This design comes from an exercise in tuning for small area and a short achievable clock period on the open sky130 flow, not from production work.
RTL that was checked went through simulation tests only; none was proved equivalent to the original.
Function not checked in run 2: the RTL went through the layout flow alone.
Power is estimated from default activity; no workload was simulated.

==> flow/design.v (outline; a module is shown in full before it is edited, if it fits) <==
// module flp32_mac_5stg: 5074 lines
// module fa1: 6 lines
module flp32_mac_5stg(
	clk,
	nrst,
	i_a,
	i_b,
	i_c,
	i_valid,
	o_p,
	o_sign,
	o_zero,
	o_nan,
	o_inf,
	o_valid
);
  // ...
==> flow/flow/run.sh <==
#!/bin/bash
export BUFFER_PORTS_ARGS="-buffer_cell sky130_fd_sc_hd__buf_2"
bash standard.sh > standard.log 2>&1
==> flow/standard.sh <==
#!/bin/bash
# synth_recipe.tcl (not shown) runs the flow's synth.tcl, then flattens the netlist and writes it again
# the make line also repeats each setting of config.mk as NAME=value (left out here)
make -C /OpenROAD-flow-scripts/flow DESIGN_CONFIG=/design/flow/config.mk WORK_HOME=/design/flow/orfs CLKGATE_MAP_FILE= SYNTH_SCRIPT=/design/flow/synth_recipe.tcl "${@:-finish}"
==> flow/config.mk <==
export PLATFORM = sky130hd
export DESIGN_NAME = flp32_mac_5stg
export DESIGN_NICKNAME = flp32_mac_5stg
export VERILOG_FILES = /design/flow/design.v
export SDC_FILE = /design/flow/constraint.sdc
export NUM_CORES = 4
export LEC_CHECK = 0
export CAP_MARGIN = 20
export CORE_MARGIN = 2
export CORE_UTILIZATION = 40
export CTS_BUF_LIST = sky130_fd_sc_hd__clkbuf_8
export CTS_CLUSTER_DIAMETER = 50
export CTS_CLUSTER_SIZE = 25
export SLEW_MARGIN = 65
export SYNTH_HIERARCHICAL = 1
export SYNTH_MINIMUM_KEEP_SIZE = 0
==> flow/constraint.sdc <==
create_clock -name core_clock -period 14.0 [get_ports {clk}]
set_input_delay 2.8000 -clock core_clock [delete_from_list [all_inputs] [get_ports {clk}]]
set_output_delay 2.8000 -clock core_clock [all_outputs]
set_load 0.01 [all_outputs]
==> impl_metrics.env, run 1 <==
export IMPL_yosysTopAreaCell="dfxtp_1"
export IMPL_hold_buffers=0
export IMPL_cpPeakStageDelay_ns=0.58
export IMPL_placed_area_mm2=0.0451
export IMPL_cts_root_buffer="clkbuf_8"
export IMPL_ff2ff_path_depth=11
export IMPL_arrival_ns=4.71
export IMPL_grt_usage_pct=21.9
export IMPL_final_cell_mix="716 x nand2_1, 592 x dfxtp_1, 513 x fa_1"
export IMPL_grt_busiest_layer="met2"
export IMPL_outcome="no timing/DRC/antenna violations"
export IMPL_drt_iter0_markers=2236
export IMPL_numCtsBuffers=74
export IMPL_max_freq_ghz=0.248
export IMPL_port_buffers=135
export IMPL_max_slew_margin_pct=62.1
export IMPL_seq_cells=615
export IMPL_top_power_group="combinational cells"
export IMPL_initial_utilization_pct=40.5
export IMPL_cts_buffer_depth=3
export IMPL_synthTopCellsByArea="dfxtp_1 29%, fa_1 24%, ha_1 7.9%"
export IMPL_cap_violations=0
export IMPL_synth_top_family_by_area="adder cells"
export IMPL_non_clock_inverter_count=379
export IMPL_cp_num_buf_inv=3
export IMPL_netlist_top_cells_count="718 x nand2_1, 608 x dfxtp_1, 513 x fa_1, 376 x inv_1, 269 x ha_1"
export IMPL_seq_power_uw=3020
export IMPL_maxUsedRoutingLayer="met4"
==> run 2, diff against run 1 <==
--- a/flow/design.v
+++ b/flow/design.v
@@ -3948,20 +3948,18 @@
 	eff3 <= eff2;
 	f_inf3 <= f_inf2;
 	f_sn3 <= f_sn2;
 	f_zz3 <= f_zz2;
 	f_nan3 <= f_nan2;
 end
 wire [48:0] bp = { eff3, u3 ^ w3 };
 wire [48:0] bg = { 1'b0, u3 & w3 };
-wire addz3 = ~|(u3 | w3);	 
 wire acin = eff3 & gt3;
 wire [48:0] as0;
-wire aco, apall;
 wire d_g1;
 wire d_p2;
 wire d_g3;
 wire d_p4;
 wire d_g5;
 wire d_p6;
 wire d_g7;
 wire d_p8;
@@ -4619,22 +4617,20 @@
 assign as0[41] = d_s302;
 assign as0[42] = d_s303;
 assign as0[43] = d_s304;
 assign as0[44] = d_s305;
 assign as0[45] = d_s306;
 assign as0[46] = d_s307;
 assign as0[47] = d_s308;
 assign as0[48] = d_s309;
-assign aco = d_g259;
-assign apall = d_p260;
 wire [48:0] a_sg = as0 ^ {49{eff3 & ~gt3}};
-wire a_zero = eff3 ? apall : addz3;
+wire a_zero = ~|a_sg;
 wire u_gt = gt3;
-wire w_gt = ~gt3 & ~apall;
+wire w_gt = ~gt3 & ~a_zero;
 wire x_gt = exneg3 ? u_gt : w_gt;
 wire x_lt = exneg3 ? w_gt : u_gt;
 wire a_sn = eff3 ? (sna3 ? x_gt : x_lt) : sna3;
 reg [48:0] a_sg4;
 reg [7:0] ae_exp4;
 reg a_zero4, a_sn4, f_inf4, f_sn4, f_zz4, f_nan4;
 always @(posedge clk)
 begin
==> flow/config.mk (replaced) <==
export PLATFORM = sky130hd
export DESIGN_NAME = flp32_mac_5stg
export DESIGN_NICKNAME = flp32_mac_5stg
export VERILOG_FILES = /design/flow/design.v
export SDC_FILE = /design/flow/constraint.sdc
export NUM_CORES = 4
export LEC_CHECK = 0
export CAP_MARGIN = 20
export CORE_MARGIN = 2
export CORE_UTILIZATION = 40
export CTS_BUF_LIST = sky130_fd_sc_hd__clkbuf_8
export SLEW_MARGIN = 65
export SYNTH_HIERARCHICAL = 1
export SYNTH_MINIMUM_KEEP_SIZE = 0
==> run 2 against run 1 <==
  * Hold slack worse by 0.0080 ns
  * Count of clock-buffer cells in the layout is 56 higher
  * Sequential share of layout area is 0.22 points higher
  * Routed wire length hardly changed
  * Cell count is 0.31% higher
  * Power is 1.1% higher
  * Non-clock buffer count is 3 lower
  * Sequential power is 2% lower
  * Utilization is 0.49 points higher
  * Area after synthesis is 2.2% lower
  * Largest power group unchanged
==> impl_metrics.env, run 2 <==
export IMPL_viasPerCell=5.32
export IMPL_cap_violations=0
export IMPL_grt_max_degree=78
export IMPL_critPathMaxFanout=3
export IMPL_final_cell_mix="720 x nand2_1, 596 x dfxtp_1, 513 x fa_1"
export IMPL_final_setup_viol_count=0
export IMPL_maxSlewViolCount=0
export IMPL_max_slew_margin_pct=65.6
export IMPL_ant_nets=0
export IMPL_final_min_clock_period_ns=4.16
export IMPL_p_clk_share_pct=15.4
export IMPL_drt_wl_total_um=120000
export IMPL_ys_seq_area_share_pct=29.6
export IMPL_outcome="no timing/DRC/antenna violations"
export IMPL_clock_sinks=615
export IMPL_hold_buffers=0
export IMPL_syn_instance_count=4295
export IMPL_place_congestion=0.928
export IMPL_floorplan_die_area_mm2=0.107
export IMPL_rsz0062_at_grt="false"
export IMPL_yosysTopAreaCellShare_pct=29.2
export IMPL_layout_commonest_cell="nand2_1"
export IMPL_nets=5235
export IMPL_wl_per_cell_um=20.4
export IMPL_synthTopCellsByArea="dfxtp_1 29%, fa_1 25%, ha_1 6.6%"
export IMPL_multi_input_area_mm2=0.0278
export IMPL_critPathCaptureType="flip-flop"
export IMPL_netlist_area_mm2=0.0418
export IMPL_grt_pass1_wl_um=185000
export IMPL_worst_pin_slew_ns=0.513
export IMPL_powerDensity_mw_per_mm2=241
export IMPL_synth_ff_type="dfxtp_1"
export IMPL_regArea_mm2=0.0124
export IMPL_cts_buffer_depth=3
export IMPL_post_cts_setup_buffer_count=0
export IMPL_arrival_ns=4.78
export IMPL_sequentialPowerShare_pct=26.4
export IMPL_design_area_mm2=0.0466
export IMPL_setup_tns_ns=0
export IMPL_worstSetupPathType="reg -> reg"
export IMPL_grt_pass1_vias=32500
export IMPL_finalClockSkew_ns=0.0500
export IMPL_fp_coreArea_mm2=0.103
export IMPL_cts_resized=0
export IMPL_leakagePower_uw=0.0191
export IMPL_preCtsSetupSlack_ns=9.45
export IMPL_p_switching_uw=5100
export IMPL_hold_class="reg -> reg"
export IMPL_drc_errors=0
export IMPL_cp_start_kind="flip-flop"
export IMPL_worstSkewPairLatency_ns=0.78
export IMPL_numCtsBuffers=104
export IMPL_top_register="a_sg4"
export IMPL_netlist_top_cells_count="724 x nand2_1, 608 x dfxtp_1, 513 x fa_1, 280 x inv_1, 232 x nor2_1"
export IMPL_max_freq_ghz=0.241
export IMPL_cts_root_buffer="clkbuf_8"
export IMPL_whs_ns=0.324
export IMPL_initial_utilization_pct=40.3
export IMPL_fp_dieH_um=327
export IMPL_synthArstFlopShare_pct=1.14
export IMPL_rows=118
export IMPL_drt_pass1_iterations=6
export IMPL_ioPinCount=136
export IMPL_finalPower_uw=11200
export IMPL_dr_total_vias=31200
export IMPL_overflow=0
export IMPL_placed_area_mm2=0.0442
export IMPL_synth_edf_count=0
export IMPL_drive_gt1_share_pct=11.2
export IMPL_fin_crit_sh_pct=29.7
export IMPL_comb_power_share_pct=58.2
export IMPL_dp_hpwl_um=89600
export IMPL_synth_seq_cells=615
export IMPL_port_buffers=135
export IMPL_antenna_found_initial=1
export IMPL_crit_required_ns=14.62
export IMPL_ir_worst_vdd_mv=0.137
export IMPL_grt_usage_pct=22.2
export IMPL_cts_tree="yes"
export IMPL_num_fill_cells=9830
export IMPL_finalHoldViolCount=0
export IMPL_htree_num_levels=3
export IMPL_area_growth_pct=11.5
export IMPL_yosysTopAreaCell="dfxtp_1"
export IMPL_yosysMostFrequentCell="nand2_1"
export IMPL_drt_iter0_markers=2260
export IMPL_yosys_cell_types_count=88
export IMPL_p_int_uw=6140
export IMPL_synth_warnings=7
export IMPL_syn_nets=5128
export IMPL_power_share_switching_pct=45.3
export IMPL_setup_ws_ns=9.84
export IMPL_path_clk_slew_ns=0.06
export IMPL_syn_area_per_cell_um2=9.72
export IMPL_dieWidth_um=327
export IMPL_largest_reg_flops=49
-- run 2: layer usage --
metal	part of all wire [%]	track usage, %	up-vias
li1	-	-	14500
met1	41	27.2	15100
met2	48	38.2	1198
met3	5.7	3.49	348
met4	4.6	10.4	0
met5	0	0	-
-- run 2: power groups by stage --
stage	registers, uW	clock network (uW)	logic, uW
after floorplan	2740	0	4750
after global placement	2980	0	6400
after detailed placement	3000	0	6520
after CTS	2960	1780	6550
after global routing	3020	1850	7290
final	2960	1730	6550
-- run 2: worst paths after layout --
| kind | end | slack, ns | startpoint | cells past startpoint |
|---|---|---|---|---|
| max | p2r[46] | 9.84 | r0_1[4] | 18 |
| min | f_zz3 | 0.32 | f_zz2 | 0 |
| max reg2reg | p2r[46] | 9.84 | r0_1[4] | 18 |
| min reg2reg | f_zz3 | 0.32 | f_zz2 | 0 |
| max in group asynchronous | vld[0] | 12.00 | nrst | 1 |
| min in group asynchronous | vld[6] | 1.84 | nrst | 1 |
-- run 2: logic make-up (layout without fill, tap and decap cells) --
| group | after synthesis | after routing | synth area share, % |
|---|---|---|---|
| AND/OR/NAND/NOR | 1331 | 1331 | 14.2 |
| adder cells (fa/ha/maj) | 734 | 734 | 31.2 |
| AO/OA/AOI/OAI | 679 | 679 | 10.6 |
| flip-flops | 615 | 615 | 29.6 |
| buffers and inverters | 496 | 685 | 4.51 |
| XOR/XNOR | 262 | 262 | 5.50 |
| multiplexers | 178 | 178 | 4.42 |
| other | 0 | 1 | 0 |
-- run 2: per-module statistics from Yosys, one instance, submodules excluded --
| module | cells inside | times used |
|---|---|---|
| fa1 | 1 | 484 |
| flp32_mac_5stg | 3811 | 1 |
-- run 2: through the flow --
stage | std cells | utilization [%]
after global routing | 5865 | 45.0
final | 5865 | 45.0
after global placement | 5667 | 42.4
after CTS | 5863 | 44.9
after detailed placement | 5675 | 42.7
after floorplan | 4295 | -
-- run 2: area by class of cell --
cell class / count / share of cell area [%]
Timing Repair Buffer: 214 / 2.82
Clock buffer: 131 / 3.87
Antenna cell: 1 / 0.00538
Clock inverter: 57 / 1.10
Sequential cell: 615 / 26.6
Tap cell: 1380 / 3.71
Multi-Input combinational cell: 3184 / 59.6
Inverter: 283 / 2.29
-- run 2: critical path: stages, from the launching register on --
cell       delay (ns)
dfxtp_1          0.31
inv_1            0.04
ha_1             0.28
inv_1            0.06
ha_1             0.17
inv_1            0.06
fa_1             0.37
inv_1            0.08
o21ai_1          0.10
a21oi_1          0.26
o2111ai_1        0.20
a2111oi_1        0.48
buf_4            0.21
o2111ai_1        0.22
a211oi_1         0.52
a21o_1           0.20
a21o_1           0.17
a31oi_1          0.14
xor2_1           0.17

## re-timing with driven ports
How much do the figures lean on ideal ports? The routed layouts below were timed once more, with nothing changed but the port constraints.
Step 1 assumes that a clkbuf_16 drives the clock port and a buf_2 every other input.
Step 2 adds t to the input delays and takes it off the output delays; t is the mean of the earliest and latest rising clock arrival at the registers after step 1. Input paths then give back, and output paths get back, about the clock's delay inside the block.
Slacks: ideal ports / drivers / drivers and shift; pairs: ideal ports / drivers.
| run | t, ns | setup WS [ns] | worst data-port slew with drivers (ns) |
|---|---|---|---|
| run 1 | 0.809 | 9.964 / 9.934 / 9.369 | 0.05 |
| run 2 | 0.822 | 9.844 / 9.844 / 9.417 | 0.05 |
After both steps setup and hold are still met in every run listed. The setup slack of run 1, which loses most, moves by -0.030 ns with the drivers and by -0.595 ns with both steps.
